What follows belongs to an exercise in optimizing a design on an open flow for small area and a short achievable clock period; a production flow would make more cautious choices. At most, simulation tests tie the RTL to the original design; equivalence was not proved. The flow treats the clock pin as an ideal source. Dropping or thinning the clock tree relies on that and would not hold on a real chip. Power figures rest on the tool's default switching activity, not on a simulated workload.

== v6 ==
==> module cmpshift, before the edit <==
module cmpshift(clk,a,b,ge_m,ge_x,ex,mx,my,sg,sx);
input clk;
input [31:0] a,b;
input ge_m,ge_x;
output reg [7:0] ex;
output reg [22:0] mx;
output reg [23:0] my;
output reg sg,sx;
wire [7:0] e1 = a[30:23];
wire [7:0] e2 = b[30:23];
wire [7:0] emax = ge_x ? e1 : e2;
wire [7:0] emin = ge_x ? e2 : e1;
wire [7:0] diff = emax - emin;
wire [23:0] ms = ge_m ? {1'b1,b[22:0]} : {1'b1,a[22:0]};
wire big = (|diff[7:5]) | (diff[4] & diff[3]);
wire [23:0] sh = ms >> diff[4:0];
always @(posedge clk) begin
  ex <= emax + 8'h81;
  mx <= ge_x ? a[22:0] : b[22:0];
  my <= big ? 24'd0 : sh;
  sg <= ge_x ? a[31] : b[31];
  sx <= a[31] ^ b[31];
end
endmodule
==> module fpadd, before the edit <==
module fpadd(a,b,clk,out);
input [31:0] a,b;
input clk;
output [31:0] out;
reg [31:0] ra, rb;
reg ge_m, ge_x;
always @(posedge clk) begin
  ra <= a;
  rb <= b;
  ge_m <= a[30:23] >= b[30:23];
  ge_x <= ~(b[30:23] > a[30:23]);
end
wire [7:0] ex2;
wire [22:0] mx2;
wire [23:0] my2;
wire sg2, sx2;
cmpshift u_cmp(.clk(clk), .a(ra), .b(rb), .ge_m(ge_m), .ge_x(ge_x), .ex(ex2), .mx(mx2), .my(my2), .sg(sg2), .sx(sx2));
wire [23:0] t3;
wire [7:0] ex3;
wire sg3;
faddsub u_add(.clk(clk), .ex(ex2), .mx(mx2), .my(my2), .sg(sg2), .sx(sx2), .t(t3), .ex_o(ex3), .sg_o(sg3));
wire [23:0] t4;
wire [7:0] ex4;
wire sg4;
normalized u_norm(.clk(clk), .t(t3), .ex(ex3), .sg(sg3), .t_o(t4), .ex_o(ex4), .sg_o(sg4));
buffer2 u_out(.clk(clk), .t(t4), .ex(ex4), .sg(sg4), .q(out));
endmodule
export LEC_CHECK = 0
export ABC_AREA = 1
export CAP_MARGIN = 20
export CORE_MARGIN = 2
export CORE_UTILIZATION = 60
export CTS_CLUSTER_DIAMETER = 150
export CTS_CLUSTER_SIZE = 24
export PLACE_DENSITY = 0.7
export SLEW_MARGIN = 20
create_clock -name core_clock -period 13.0 [get_ports {clk}]
standard.sh (not shown) runs the stock make flow with config.mk's settings and CLKGATE_MAP_FILE= SYNTH_SCRIPT=/design/flow/synth_recipe.tcl, a recipe that flattens the netlist after the stock synthesis.
==> flow/flow/run.sh <==
#!/bin/bash
# Standard ORFS layout, with plain buffers (not delay cells) on the ports.
set -euo pipefail
export BUFFER_PORTS_ARGS="-buffer_cell sky130_fd_sc_hd__buf_2"
bash standard.sh > standard.log 2>&1
No stage failed in v6, and the final checks on the layout all came back clean.
> inputs changed (v6 -> v7)
-- flow/design.v --
<<< v6, line 1
module cmpshift(clk,a,b,ge_m,ge_x,ex,mx,my,sg,sx);
input clk;
input [31:0] a,b;
input ge_m,ge_x;
output reg [7:0] ex;
output reg [22:0] mx;
>>> v7, line 1
module cmpshift(clk,a,b,ge_m,lt_x,ex,mx,my,sg,sx);
input clk;
input [31:0] a,b;
input ge_m,lt_x;
output reg [7:0] ex;
output reg [22:0] mx;
<<< v6, line 9
wire [7:0] e1 = a[30:23];
wire [7:0] e2 = b[30:23];
wire [7:0] emax = ge_x ? e1 : e2;
wire [7:0] emin = ge_x ? e2 : e1;
wire [7:0] diff = emax - emin;
wire [23:0] ms = ge_m ? {1'b1,b[22:0]} : {1'b1,a[22:0]};
>>> v7, line 9
wire [7:0] e1 = a[30:23];
wire [7:0] e2 = b[30:23];
wire [7:0] emax = lt_x ? e2 : e1;
wire [7:0] emin = lt_x ? e1 : e2;
wire [7:0] diff = emax - emin;
wire [23:0] ms = ge_m ? {1'b1,b[22:0]} : {1'b1,a[22:0]};
<<< v6, line 17
always @(posedge clk) begin
  ex <= emax + 8'h81;
  mx <= ge_x ? a[22:0] : b[22:0];
  my <= big ? 24'd0 : sh;
  sg <= ge_x ? a[31] : b[31];
  sx <= a[31] ^ b[31];
end
>>> v7, line 17
always @(posedge clk) begin
  ex <= emax + 8'h81;
  mx <= lt_x ? b[22:0] : a[22:0];
  my <= big ? 24'd0 : sh;
  sg <= lt_x ? b[31] : a[31];
  sx <= a[31] ^ b[31];
end
<<< v6, line 86
output [31:0] out;
reg [31:0] ra, rb;
reg ge_m, ge_x;
always @(posedge clk) begin
  ra <= a;
  rb <= b;
  ge_m <= a[30:23] >= b[30:23];
  ge_x <= ~(b[30:23] > a[30:23]);
end
wire [7:0] ex2;
>>> v7, line 86
output [31:0] out;
reg [31:0] ra, rb;
reg ge_m, lt_x;
always @(posedge clk) begin
  ra <= a;
  rb <= b;
  ge_m <= a[30:23] >= b[30:23];
  lt_x <= a[30:23] < b[30:23];
end
wire [7:0] ex2;
<<< v6, line 97
wire [23:0] my2;
wire sg2, sx2;
cmpshift u_cmp(.clk(clk), .a(ra), .b(rb), .ge_m(ge_m), .ge_x(ge_x), .ex(ex2), .mx(mx2), .my(my2), .sg(sg2), .sx(sx2));
wire [23:0] t3;
wire [7:0] ex3;
>>> v7, line 97
wire [23:0] my2;
wire sg2, sx2;
cmpshift u_cmp(.clk(clk), .a(ra), .b(rb), .ge_m(ge_m), .lt_x(lt_x), .ex(ex2), .mx(mx2), .my(my2), .sg(sg2), .sx(sx2));
wire [23:0] t3;
wire [7:0] ex3;
### Flow results
Relative to v6, global-route usage has increased by 0.55 points in v7.
v7 can be clocked faster than v6.
Compared with v6, v7 shows a clock period minus final worst setup slack that is 40 ps lower.
When v7 is set beside v6, its clock network power share turns out to be 0.3 points larger.
Looking at v6 and v7, the portion of the layout cell area used by clock cells is a wash.
[v7 vs v6] number of cells in the finished layout apart from fillers: higher in v7
Mean routed wirelength per cell: v6 vs v7 — no meaningful difference
For v6, only the layout was checked, not whether the RTL still works.


Setup of run 1:
Another version of the RTL of fpadd (not shown whole).
Size: roughly 220 flip-flops, roughly 97 I/O pins.
==> module cmpshift, before the edit <==
module cmpshift(clk,a,b,ex,mx,my,sg,sx);
input clk;
input [31:0] a,b;
output reg [7:0] ex;
output reg [22:0] mx;
output reg [23:0] my;
output reg sg,sx;
wire [7:0] e1 = a[30:23];
wire [7:0] e2 = b[30:23];
wire [8:0] d12 = {1'b0,e1} - {1'b0,e2};
wire [7:0] d21 = e2 - e1;
wire lt = d12[8];
wire [7:0] emax = lt ? e2 : e1;
wire [7:0] diff = lt ? d21 : d12[7:0];
wire [2:0] dl = diff[2:0];
wire [23:0] ms = lt ? {1'b1,a[22:0]} : {1'b1,b[22:0]};
wire big = (|diff[7:5]) | (diff[4] & diff[3]);
wire [23:0] s1 = dl[0] ? {1'd0, ms[23:1]} : ms;
wire [23:0] s2 = dl[1] ? {2'd0, s1[23:2]} : s1;
wire [23:0] s4 = dl[2] ? {4'd0, s2[23:4]} : s2;
wire k0 = ~big & ~diff[4] & ~diff[3];
wire k8 = ~big & diff[3];
wire k16 = ~big & diff[4];
wire [23:0] sh = ({24{k0}} & s4) | ({24{k8}} & {8'd0, s4[23:8]}) | ({24{k16}} & {16'd0, s4[23:16]});
always @(posedge clk) begin
  ex <= emax + 8'h81;
  mx <= lt ? b[22:0] : a[22:0];
  my <= sh;
  sg <= lt ? b[31] : a[31];
  sx <= a[31] ^ b[31];
end
endmodule
==> module buffer2, before the edit <==
module buffer2(clk,t,ex,sg,q);
input clk;
input [23:0] t;
input [7:0] ex;
input sg;
output reg [31:0] q;
wire [7:0] h = t[23:16];
wire [2:0] lz;
assign lz[2] = ~|h[7:4];
assign lz[1] = lz[2] ? ~|h[3:2] : ~|h[7:6];
assign lz[0] = lz[2] ? (lz[1] ? ~h[1] : ~h[3]) : (lz[1] ? ~h[5] : ~h[7]);
wire [22:0] t4 = lz[2] ? {t[18:0],4'd0} : t[22:0];
wire [22:0] t6 = lz[1] ? {t4[20:0],2'd0} : t4;
wire [22:0] t7 = lz[0] ? {t6[21:0],1'd0} : t6;
always @(posedge clk)
  q <= {sg, ex - {5'd0,lz}, t7};
endmodule
==> module normalized, before the edit <==
module normalized(clk,t,ex,sg,t_o,ex_o,sg_o);
input clk;
input [23:0] t;
input [7:0] ex;
input sg;
output reg [23:0] t_o;
output reg [7:0] ex_o;
output reg sg_o;
wire k16 = ~|t[23:8];
wire k0 = |t[23:16];
wire k8 = ~k0 & ~k16;
wire [23:0] t2 = ({24{k0}} & t) | ({24{k8}} & {t[15:0],8'd0}) | ({24{k16}} & {t[7:0],16'd0});
always @(posedge clk) begin
  t_o <= t2;
  ex_o <= {ex[7:3] - {3'd0,k16,k8}, ex[2:0]};
  sg_o <= sg;
end
endmodule
==> module fpadd, before the edit <==
module fpadd(a,b,clk,out);
input [31:0] a,b;
input clk;
output [31:0] out;
reg [31:0] ra, rb;
always @(posedge clk) begin
  ra <= a;
  rb <= b;
end
wire [7:0] ex2;
wire [22:0] mx2;
wire [23:0] my2;
wire sg2, sx2;
cmpshift u_cmp(.clk(clk), .a(ra), .b(rb), .ex(ex2), .mx(mx2), .my(my2), .sg(sg2), .sx(sx2));
wire [23:0] t3;
wire [7:0] ex3;
wire sg3;
faddsub u_add(.clk(clk), .ex(ex2), .mx(mx2), .my(my2), .sg(sg2), .sx(sx2), .t(t3), .ex_o(ex3), .sg_o(sg3));
wire [23:0] t4;
wire [7:0] ex4;
wire sg4;
normalized u_norm(.clk(clk), .t(t3), .ex(ex3), .sg(sg3), .t_o(t4), .ex_o(ex4), .sg_o(sg4));
buffer2 u_out(.clk(clk), .t(t4), .ex(ex4), .sg(sg4), .q(out));
endmodule
==> flow/config.mk <==
export PLATFORM = sky130hd
export DESIGN_NAME = fpadd
export DESIGN_NICKNAME = fpadd
export VERILOG_FILES = /design/flow/design.v
export SDC_FILE = /design/flow/constraint.sdc
export NUM_CORES = 4
export LEC_CHECK = 0
export ABC_AREA = 1
export CAP_MARGIN = 20
export CORE_MARGIN = 2
export CORE_UTILIZATION = 60
export PLACE_DENSITY = 0.7
export SLEW_MARGIN = 20
==> flow/constraint.sdc <==
create_clock -name core_clock -period 13.0 [get_ports {clk}]
set_input_delay 2.6000 -clock core_clock [delete_from_list [all_inputs] [get_ports {clk}]]
set_output_delay 2.6000 -clock core_clock [all_outputs]
set_load 0.01 [all_outputs]
==> flow/flow/run.sh <==
#!/bin/bash
# Standard ORFS layout with three changes: plain buffers (not delay cells)
# on the ports (flow/place_hook.tcl); a two-level inverter clock tree in
# place of TritonCTS (flow/cts_hook.tcl); and timing repair asked to leave
# more setup slack than the clock needs, so that it buffers and sizes the
# slowest paths.
set -euo pipefail
here=$(pwd)
export PRE_GLOBAL_PLACE_TCL=$here/flow/place_hook.tcl
export PRE_CTS_TCL=$here/flow/cts_hook.tcl
export MANTREE_LEAVES=10
bash standard.sh > standard.log 2>&1
Other scripts of this flow, unchanged in this note and not shown: flow/flow/cts_hook.tcl, flow/flow/mantree.tcl, flow/flow/place_hook.tcl
Inputs modified between run 1 and run 2:
==> flow/design.v <==
module cmpshift(clk,a,b,ge_m,lt_x,ex,mx,my,sg,sx);
input clk;
input [31:0] a,b;
input ge_m,lt_x;
output reg [7:0] ex;
output reg [22:0] mx;
output reg [23:0] my;
output reg sg,sx;
wire [7:0] e1 = a[30:23];
wire [7:0] e2 = b[30:23];
wire [7:0] emax = lt_x ? e2 : e1;
wire [7:0] emin = lt_x ? e1 : e2;
wire [7:0] diff = emax - emin;
wire [2:0] d12 = e1[2:0] - e2[2:0];
wire [2:0] dl = lt_x ? 3'd0 - d12 : d12;
wire [23:0] ms = ge_m ? {1'b1,b[22:0]} : {1'b1,a[22:0]};
wire big = (|diff[7:5]) | (diff[4] & diff[3]);
wire [23:0] s1 = dl[0] ? {1'd0, ms[23:1]} : ms;
wire [23:0] s2 = dl[1] ? {2'd0, s1[23:2]} : s1;
wire [23:0] s4 = dl[2] ? {4'd0, s2[23:4]} : s2;
wire k0 = ~big & ~diff[4] & ~diff[3];
wire k8 = ~big & diff[3];
wire k16 = ~big & diff[4];
wire [23:0] sh = ({24{k0}} & s4) | ({24{k8}} & {8'd0, s4[23:8]}) | ({24{k16}} & {16'd0, s4[23:16]});
always @(posedge clk) begin
  ex <= emax + 8'h81;
  mx <= lt_x ? b[22:0] : a[22:0];
  my <= sh;
  sg <= lt_x ? b[31] : a[31];
  sx <= a[31] ^ b[31];
end
endmodule
module faddsub(clk,ex,mx,my,sg,sx,t,ex_o,sg_o);
input clk;
input [7:0] ex;
input [22:0] mx;
input [23:0] my;
input sg,sx;
output reg [23:0] t;
output reg [7:0] ex_o;
output reg sg_o;
wire [24:0] sum = {2'b01,mx} + {1'b0,my};
wire neg = sum[24] & sx;
reg [24:0] low;
integer i;
always @* begin
  low[0] = 1'b0;
  for (i = 1; i < 25; i = i + 1)
    low[i] = low[i-1] | sum[i-1];
end
wire [24:0] m = sum ^ ({25{neg}} & low);
always @(posedge clk) begin
  t <= m[24:1];
  ex_o <= ex;
  sg_o <= sg ^ neg;
end
endmodule
module buffer2(clk,t,lz,ex,sg,q);
input clk;
input [23:0] t;
input [2:0] lz;
input [7:0] ex;
input sg;
output reg [31:0] q;
wire [22:0] t4 = lz[2] ? {t[18:0],4'd0} : t[22:0];
wire [22:0] t6 = lz[1] ? {t4[20:0],2'd0} : t4;
wire [22:0] t7 = lz[0] ? {t6[21:0],1'd0} : t6;
always @(posedge clk)
  q <= {sg, ex - {5'd0,lz}, t7};
endmodule
module normalized(clk,t,ex,sg,t_o,lz_o,ex_o,sg_o);
input clk;
input [23:0] t;
input [7:0] ex;
input sg;
output reg [23:0] t_o;
output reg [2:0] lz_o;
output reg [7:0] ex_o;
output reg sg_o;
wire k16 = ~|t[23:8];
wire k0 = |t[23:16];
wire k8 = ~k0 & ~k16;
wire [23:0] t2 = ({24{k0}} & t) | ({24{k8}} & {t[15:0],8'd0}) | ({24{k16}} & {t[7:0],16'd0});
wire [2:0] lz_a, lz_b, lz_c;
lz8 u_a(.h(t[23:16]), .lz(lz_a));
lz8 u_b(.h(t[15:8]), .lz(lz_b));
lz8 u_c(.h(t[7:0]), .lz(lz_c));
wire [2:0] lz = ({3{k0}} & lz_a) | ({3{k8}} & lz_b) | ({3{k16}} & lz_c);
always @(posedge clk) begin
  t_o <= t2;
  lz_o <= lz;
  ex_o <= {ex[7:3] - {3'd0,k16,k8}, ex[2:0]};
  sg_o <= sg;
end
endmodule
module lz8(h,lz);
input [7:0] h;
output [2:0] lz;
assign lz[2] = ~|h[7:4];
assign lz[1] = lz[2] ? ~|h[3:2] : ~|h[7:6];
assign lz[0] = lz[2] ? (lz[1] ? ~h[1] : ~h[3]) : (lz[1] ? ~h[5] : ~h[7]);
endmodule
module fpadd(a,b,clk,out);
input [31:0] a,b;
input clk;
output [31:0] out;
reg [31:0] ra, rb;
reg ge_m, lt_x;
always @(posedge clk) begin
  ra <= a;
  rb <= b;
  ge_m <= a[30:23] >= b[30:23];
  lt_x <= a[30:23] < b[30:23];
end
wire [7:0] ex2;
wire [22:0] mx2;
wire [23:0] my2;
wire sg2, sx2;
cmpshift u_cmp(.clk(clk), .a(ra), .b(rb), .ge_m(ge_m), .lt_x(lt_x), .ex(ex2), .mx(mx2), .my(my2), .sg(sg2), .sx(sx2));
wire [23:0] t3;
wire [7:0] ex3;
wire sg3;
faddsub u_add(.clk(clk), .ex(ex2), .mx(mx2), .my(my2), .sg(sg2), .sx(sx2), .t(t3), .ex_o(ex3), .sg_o(sg3));
wire [23:0] t4;
wire [2:0] lz4;
wire [7:0] ex4;
wire sg4;
normalized u_norm(.clk(clk), .t(t3), .ex(ex3), .sg(sg3), .t_o(t4), .lz_o(lz4), .ex_o(ex4), .sg_o(sg4));
buffer2 u_out(.clk(clk), .t(t4), .lz(lz4), .ex(ex4), .sg(sg4), .q(out));
endmodule
Results
Run 2: PASS, flow complete, no timing, DRC or antenna violations
Compared run 2 against run 1; worst setup skew after layout within noise.
Average via count per standard cell of run 1 is on par with run 2.
met3 usage in global routing on run 2 is down relative to run 1.
Run 2 -> run 1: share of the final layout cell area in multi-input gates flat
Max via count of the first global-routing pass across run 2 and run 1: run 2
Run 2 against run 1: mapped cell area higher, via count -0.71%, async set-or-reset flop fraction in the synthesized netlist comparable, cell area rose by about 0.8%.
met3 wirelength from detailed routing was lower in the run labelled run 2.
[compare] base=run 1 new=run 2: area of combinational cells with multiple inputs climbed 45 µm²; post-synthesis simple-gate area fraction flat; hold slack increased by 0.0071 ns relative to the old numbers; maximum operating frequency increased 24 MHz.
No functional check of the RTL was part of any run of this note. No run of this note takes its clock network from TritonCTS; it comes from the design's own scripts or RTL.

## port drivers added, routing unchanged
How much do the figures lean on ideal ports? The routed layouts below were timed once more, with nothing changed but the port constraints.
Step 1 assumes that a clkbuf_16 drives the clock port and a buf_2 every other input.
Step 2 adds t to the input delays and takes it off the output delays; t is the mean of the earliest and latest rising clock arrival at the registers after step 1. Input paths then give back, and output paths get back, about the clock's delay inside the block.
Slacks: ideal / step 1 / step 2; pairs: ideal / step 1.
run	t, ns	setup slack, ns	slew at the worst register clock pin (ns)
v6	0.514	8.551 / 8.551 / 8.551	0.09 / 0.09
v7	0.510	8.591 / 8.591 / 8.591	0.09 / 0.09
run 1	0.338	8.759 / 8.759 / 8.759	0.10 / 0.10
run 2	0.345	9.154 / 9.154 / 9.154	0.10 / 0.10
After both steps setup and hold are still met in every run listed.
